Context: an optimization exercise on an open-source flow, tuned for small area. The choices shown serve that exercise and are no tape-out recipe.
In this exercise RTL edits were held to simulation tests only and were not proved equivalent to the original.
The flow treats the clock pin as an ideal source. Dropping or thinning the clock tree relies on that and would not hold on a real chip.
Power is estimated from default activity; no workload was simulated.

## old
==> module shift_next, before the edit <==
module shift_next #(
    parameter N = 16,
    parameter [N-1:0] Z = {N{1'b0}}
) (
    input          rst,
    input          nrst,
    input  [N-1:0] s,
    output [N-1:1] d
);
    genvar i;
    generate for (i = 1; i < N; i = i + 1) begin : g_st
        if (Z[i]) begin : g_one
            g_nand2 u (.A(nrst), .B(s[i-1]), .Y(d[i]));    
        end else begin : g_zero
            g_nor2  u (.A(rst), .B(s[i-1]), .Y(d[i]));     
        end
    end endgenerate
endmodule
==> module robot, before the edit <==
module robot(
input fpgaclk,rst,en,
input [2:0] echo,
output [2:0] trigger,led,
output wire [3:0] sig_out_R,sig_out_L
);
localparam [15:0] T_RESET = 16'h2512;    
localparam [15:0] T_JUMP  = 16'hb604;    
localparam [16:0] K_RESET = 17'h11a22;   
localparam [16:0] K_TICK  = 17'h0300e;   
localparam [15:0] TP = 16'haaaa;
localparam [15:0] TZ = T_RESET ^ TP;     
wire nrst = ~rst;
reg  [15:0] ts;
wire [15:1] tsd;
wire [15:0] t = ts ^ TP;
reg trig;
wire t_jump = (t == T_JUMP);
shift_next #(.N(16), .Z(TZ)) u_t (.rst(rst), .nrst(nrst), .s(ts), .d(tsd));
always @(posedge fpgaclk)
    ts <= {tsd, rst ? TZ[0] : t[15] ^ t[2] ^ t_jump};
always @(posedge fpgaclk or posedge rst)
    if (rst) trig <= 1'b0;
    else     trig <= t_jump | (trig & ~(t[2] & t[6]));
assign trigger = {3{trig}};
localparam [14:0] EINV = 15'b010101010101010;
reg  [14:0] s0, s1, s2;
wire [14:0] d0, d1, d2;
wire [14:0] e0 = s0 ^ EINV, e1 = s1 ^ EINV, e2 = s2 ^ EINV;
wire eclr = trig | rst;
echo_count_next u_e0 (.s(s0), .echo(echo[0]), .clr(eclr), .d(d0));
echo_count_next u_e1 (.s(s1), .echo(echo[1]), .clr(eclr), .d(d1));
echo_count_next u_e2 (.s(s2), .echo(echo[2]), .clr(eclr), .d(d2));
always @(posedge fpgaclk) begin
    s0 <= d0;
    s1 <= d1;
    s2 <= d2;
end
wire [2:0] obs = {e2 < 15'd550, e1 < 15'd550, e0 < 15'd550};
assign led = ~obs & {3{~rst}};
reg dirR, dirL;
always @(posedge fpgaclk) begin
    dirR <= ~obs[1] & (~obs[2] | obs[0]);
    dirL <= ~obs[1] & (~obs[0] | obs[2]);
end
localparam [16:0] KP = 17'h0aaaa;
localparam [16:0] KZ = K_RESET ^ KP;     
reg  [16:0] ks;
wire [16:1] ksd;
wire [16:0] k = ks ^ KP;
wire tick = (k == K_TICK);
shift_next #(.N(17), .Z(KZ)) u_k (.rst(rst), .nrst(nrst), .s(ks), .d(ksd));
always @(posedge fpgaclk)
    ks <= {ksd, rst ? KZ[0] : ~(k[16] ^ k[5]) ^ tick};
reg on, on_p;                 
reg dR, dL;
reg [1:0] phR_p, phL_p;
wire [1:0] phR = on_p ? {phR_p[1] ^ phR_p[0] ^ ~dR, ~phR_p[0]} : 2'b00;
wire [1:0] phL = on_p ? {phL_p[1] ^ phL_p[0] ^ ~dL, ~phL_p[0]} : 2'b00;
always @(posedge fpgaclk or posedge rst)
    if (rst) begin
        on <= 1'b0; on_p <= 1'b0;
    end else if (tick) begin
        on <= en; on_p <= on;
    end
always @(posedge fpgaclk)
    if (tick) begin
        dR <= dirR; phR_p <= phR;
        dL <= dirL; phL_p <= phL;
    end
assign sig_out_R = {on_p &  phR_p[1] &  phR_p[0], on_p &  phR_p[1] & ~phR_p[0],
                    on_p & ~phR_p[1] &  phR_p[0], on_p & ~phR_p[1] & ~phR_p[0]};
assign sig_out_L = {on_p &  phL_p[1] &  phL_p[0], on_p &  phL_p[1] & ~phL_p[0],
                    on_p & ~phL_p[1] &  phL_p[0], on_p & ~phL_p[1] & ~phL_p[0]};
endmodule
export LEC_CHECK = 0
export CAP_MARGIN = 20
export CORE_MARGIN = 2
export CORE_UTILIZATION = 80
export GPL_TIMING_DRIVEN = 0
export SLEW_MARGIN = 20
export MY_ABC_SCRIPT = /design/flow/flow/area.abc
export MY_CELL_MAP = g_nand2 sky130_fd_sc_hd__nand2_1 g_nor2 sky130_fd_sc_hd__nor2_1 g_o21ai sky130_fd_sc_hd__o21ai_0 g_a211o sky130_fd_sc_hd__a211o_1
export BUFFER_PORTS_ARGS = -buffer_cell sky130_fd_sc_hd__buf_1
export CTS_ARGS = -sink_clustering_enable -repair_clock_nets -dont_use_dummy_load
export POST_CTS_TCL = /design/flow/flow/merge_clk.tcl
export PRE_GLOBAL_PLACE_TCL = /design/flow/flow/pre_place.tcl
export CLK_GROUPS = 4
export CLK_LEAF_CELL = sky130_fd_sc_hd__buf_8
create_clock -name core_clock -period 10.0 [get_ports {fpgaclk}]
standard.sh (not shown) runs the stock make flow with config.mk's settings and CLKGATE_MAP_FILE= SYNTH_SCRIPT=/design/flow/synth_recipe.tcl, a recipe that flattens the netlist after the stock synthesis.
==> flow/flow/run.sh <==
#!/bin/bash
# Layout with the standard flow (standard.sh) and these changes:
# - synthesis is the standard flow's (synth_recipe.tcl, via my_synth.tcl) except that
#   * the gate modules g_* of rtl/counter.v (the echo counters' next-state
#     logic) become the sky130 cells of the same function and pin names, so
#     that netlist is kept as written;
#   * its ABC step maps with the area-oriented script flow/area.abc, and the
#     adder step is off (ADDER_MAP_FILE empty);
#   registers are mapped exactly as in the standard synthesis;
# - port buffers use the smallest buffer (buf_1);
# - CTS inserts no dummy loads, and after CTS flow/merge_clk.tcl replaces the
#   clock tree with 4 buf_8 leaf buffers fed from the clock port.
# The make output goes to standard_flow.log; each ORFS step keeps its own log
# under orfs/logs.
set -euo pipefail
W=$PWD
# synth_core.tcl: ORFS's synth.tcl with the cell mapping of the g_* modules
# added after the design is read, and the ABC script replaced
python3 - "$FLOW_HOME/scripts/synth.tcl" synth_core.tcl <<'EOP'
import sys
s = open(sys.argv[1]).read()
top = "hierarchy -check -top $::env(DESIGN_NAME)\n"
assert s.count(top) == 1
s = s.replace(top, top + """foreach {m c} $::env(MY_CELL_MAP) { chtype -map $m $c }
hierarchy -check -top $::env(DESIGN_NAME)
""")
abc = "log_cmd abc {*}$abc_args"
assert s.count(abc) == 1
s = s.replace(abc, "log_cmd abc {*}[lreplace $abc_args 1 1 $::env(MY_ABC_SCRIPT)]")
open(sys.argv[2], "w").write(s)
EOP
# my_synth.tcl: synth_recipe.tcl sourcing synth_core.tcl instead of synth.tcl
sed "s|source \$::env(SCRIPTS_DIR)/synth.tcl|source $W/synth_core.tcl|" synth_recipe.tcl > my_synth.tcl
grep -q "synth_core.tcl" my_synth.tcl
cat >> config.mk <<EOC
export ADDER_MAP_FILE =
export MY_ABC_SCRIPT = $W/flow/area.abc
export MY_CELL_MAP = g_nand2 sky130_fd_sc_hd__nand2_1 g_nor2 sky130_fd_sc_hd__nor2_1 g_o21ai sky130_fd_sc_hd__o21ai_0 g_a211o sky130_fd_sc_hd__a211o_1
export BUFFER_PORTS_ARGS = -buffer_cell sky130_fd_sc_hd__buf_1
export CTS_ARGS = -sink_clustering_enable -repair_clock_nets -dont_use_dummy_load
export POST_CTS_TCL = $W/flow/merge_clk.tcl
export PRE_GLOBAL_PLACE_TCL = $W/flow/pre_place.tcl
export CLK_GROUPS = 4
export CLK_LEAF_CELL = sky130_fd_sc_hd__buf_8
EOC
bash standard.sh SYNTH_SCRIPT="$W/my_synth.tcl" finish > standard_flow.log 2>&1
Other scripts of this flow, unchanged in this note and not shown: flow/flow/area.abc, flow/flow/merge_clk.tcl, flow/flow/pre_place.tcl
--- input diff old..new ---
--- a/flow/design.v
+++ b/flow/design.v
@@ -31,50 +31,26 @@
 endmodule
 module g_a211o (input A1, input A2, input B1, input C1, output X);
     assign X = (A1 & A2) | B1 | C1;
 endmodule
 `timescale 1ns / 1ps
-module shift_next #(
-    parameter N = 16,
-    parameter [N-1:0] Z = {N{1'b0}}
-) (
-    input          rst,
-    input          nrst,
-    input  [N-1:0] s,
-    output [N-1:1] d
-);
-    genvar i;
-    generate for (i = 1; i < N; i = i + 1) begin : g_st
-        if (Z[i]) begin : g_one
-            g_nand2 u (.A(nrst), .B(s[i-1]), .Y(d[i]));    
-        end else begin : g_zero
-            g_nor2  u (.A(rst), .B(s[i-1]), .Y(d[i]));     
-        end
-    end endgenerate
-endmodule
-`timescale 1ns / 1ps
 module robot(
 input fpgaclk,rst,en,
 input [2:0] echo,
 output [2:0] trigger,led,
 output wire [3:0] sig_out_R,sig_out_L
 );
 localparam [15:0] T_RESET = 16'h2512;    
 localparam [15:0] T_JUMP  = 16'hb604;    
 localparam [16:0] K_RESET = 17'h11a22;   
 localparam [16:0] K_TICK  = 17'h0300e;   
-localparam [15:0] TP = 16'haaaa;
-localparam [15:0] TZ = T_RESET ^ TP;     
-wire nrst = ~rst;
-reg  [15:0] ts;
-wire [15:1] tsd;
-wire [15:0] t = ts ^ TP;
+reg [15:0] t;
 reg trig;
 wire t_jump = (t == T_JUMP);
-shift_next #(.N(16), .Z(TZ)) u_t (.rst(rst), .nrst(nrst), .s(ts), .d(tsd));
-always @(posedge fpgaclk)
-    ts <= {tsd, rst ? TZ[0] : t[15] ^ t[2] ^ t_jump};
+always @(posedge fpgaclk or posedge rst)
+    if (rst) t <= T_RESET;
+    else     t <= {t[14:0], t[15] ^ t[2] ^ t_jump};
 always @(posedge fpgaclk or posedge rst)
     if (rst) trig <= 1'b0;
     else     trig <= t_jump | (trig & ~(t[2] & t[6]));
 assign trigger = {3{trig}};
 localparam [14:0] EINV = 15'b010101010101010;
@@ -95,19 +71,15 @@
 reg dirR, dirL;
 always @(posedge fpgaclk) begin
     dirR <= ~obs[1] & (~obs[2] | obs[0]);
     dirL <= ~obs[1] & (~obs[0] | obs[2]);
 end
-localparam [16:0] KP = 17'h0aaaa;
-localparam [16:0] KZ = K_RESET ^ KP;     
-reg  [16:0] ks;
-wire [16:1] ksd;
-wire [16:0] k = ks ^ KP;
+reg [16:0] k;
 wire tick = (k == K_TICK);
-shift_next #(.N(17), .Z(KZ)) u_k (.rst(rst), .nrst(nrst), .s(ks), .d(ksd));
-always @(posedge fpgaclk)
-    ks <= {ksd, rst ? KZ[0] : ~(k[16] ^ k[5]) ^ tick};
+always @(posedge fpgaclk or posedge rst)
+    if (rst) k <= K_RESET;
+    else     k <= {k[15:0], ~(k[16] ^ k[5]) ^ tick};
 reg on, on_p;                 
 reg dR, dL;
 reg [1:0] phR_p, phL_p;
 wire [1:0] phR = on_p ? {phR_p[1] ^ phR_p[0] ^ ~dR, ~phR_p[0]} : 2'b00;
 wire [1:0] phL = on_p ? {phL_p[1] ^ phL_p[0] ^ ~dL, ~phL_p[0]} : 2'b00;
- old: flow completed, timing, DRC and antenna clean
- Both conditions hold for new: the flow ran to the end and the final layout passed the timing, DRC and antenna checks.
- Comparing new and old, the higher maximum operating frequency is on new.
- Worst setup slack: new vs old up 430 ps
- new has fraction of layout instances using a drive strength above 1 above what old had.
- Going from old to new, synthesized area now larger, fraction of power consumed by the clock network went up 1.4 points.
- Combinational cell power (new / old): 0.59
- The lower global-route wire length before repair came out of old.
- [compare] base=old new=new: number of register bits inferred by synthesis level, half-perimeter wire length of the detailed placement result moved up, count of mapped cells out of synthesis moved down.
No run of this note takes its clock network from TritonCTS; it comes from the design's own scripts or RTL.

## what the ideal ports hide
The results above use ideal ports. As a check the final layouts listed here were re-extracted and re-timed, cells and wires unchanged.
Step 1 sets driving cells, clkbuf_16 on the clock port and buf_2 on the other inputs (assumed; they add their load-dependent delay and slew).
Step 2 times the ports against the registers' clock, not the clock port: input delays grow and output delays shrink by t, the midpoint of the rising clock arrivals with the driver on.
a / b / c = ideal ports / drivers / drivers and shift; a / b = the first two.
run	shift t [ns]	setup WS [ns]	hold slack, ns	clock arrival spread, ns	worst register clock-pin slew, ns
old	0.200	4.964 / 4.937 / 4.937	0.400 / 0.400 / 0.400	0.009 / 0.009	0.11 / 0.11
new	0.204	5.392 / 5.366 / 5.253	0.375 / 0.375 / 0.375	0.012 / 0.012	0.12 / 0.12
After both steps setup and hold are still met in every run listed. For new, which loses most, drivers alone change the setup slack by -0.026 ns; drivers and shift together by -0.139 ns.
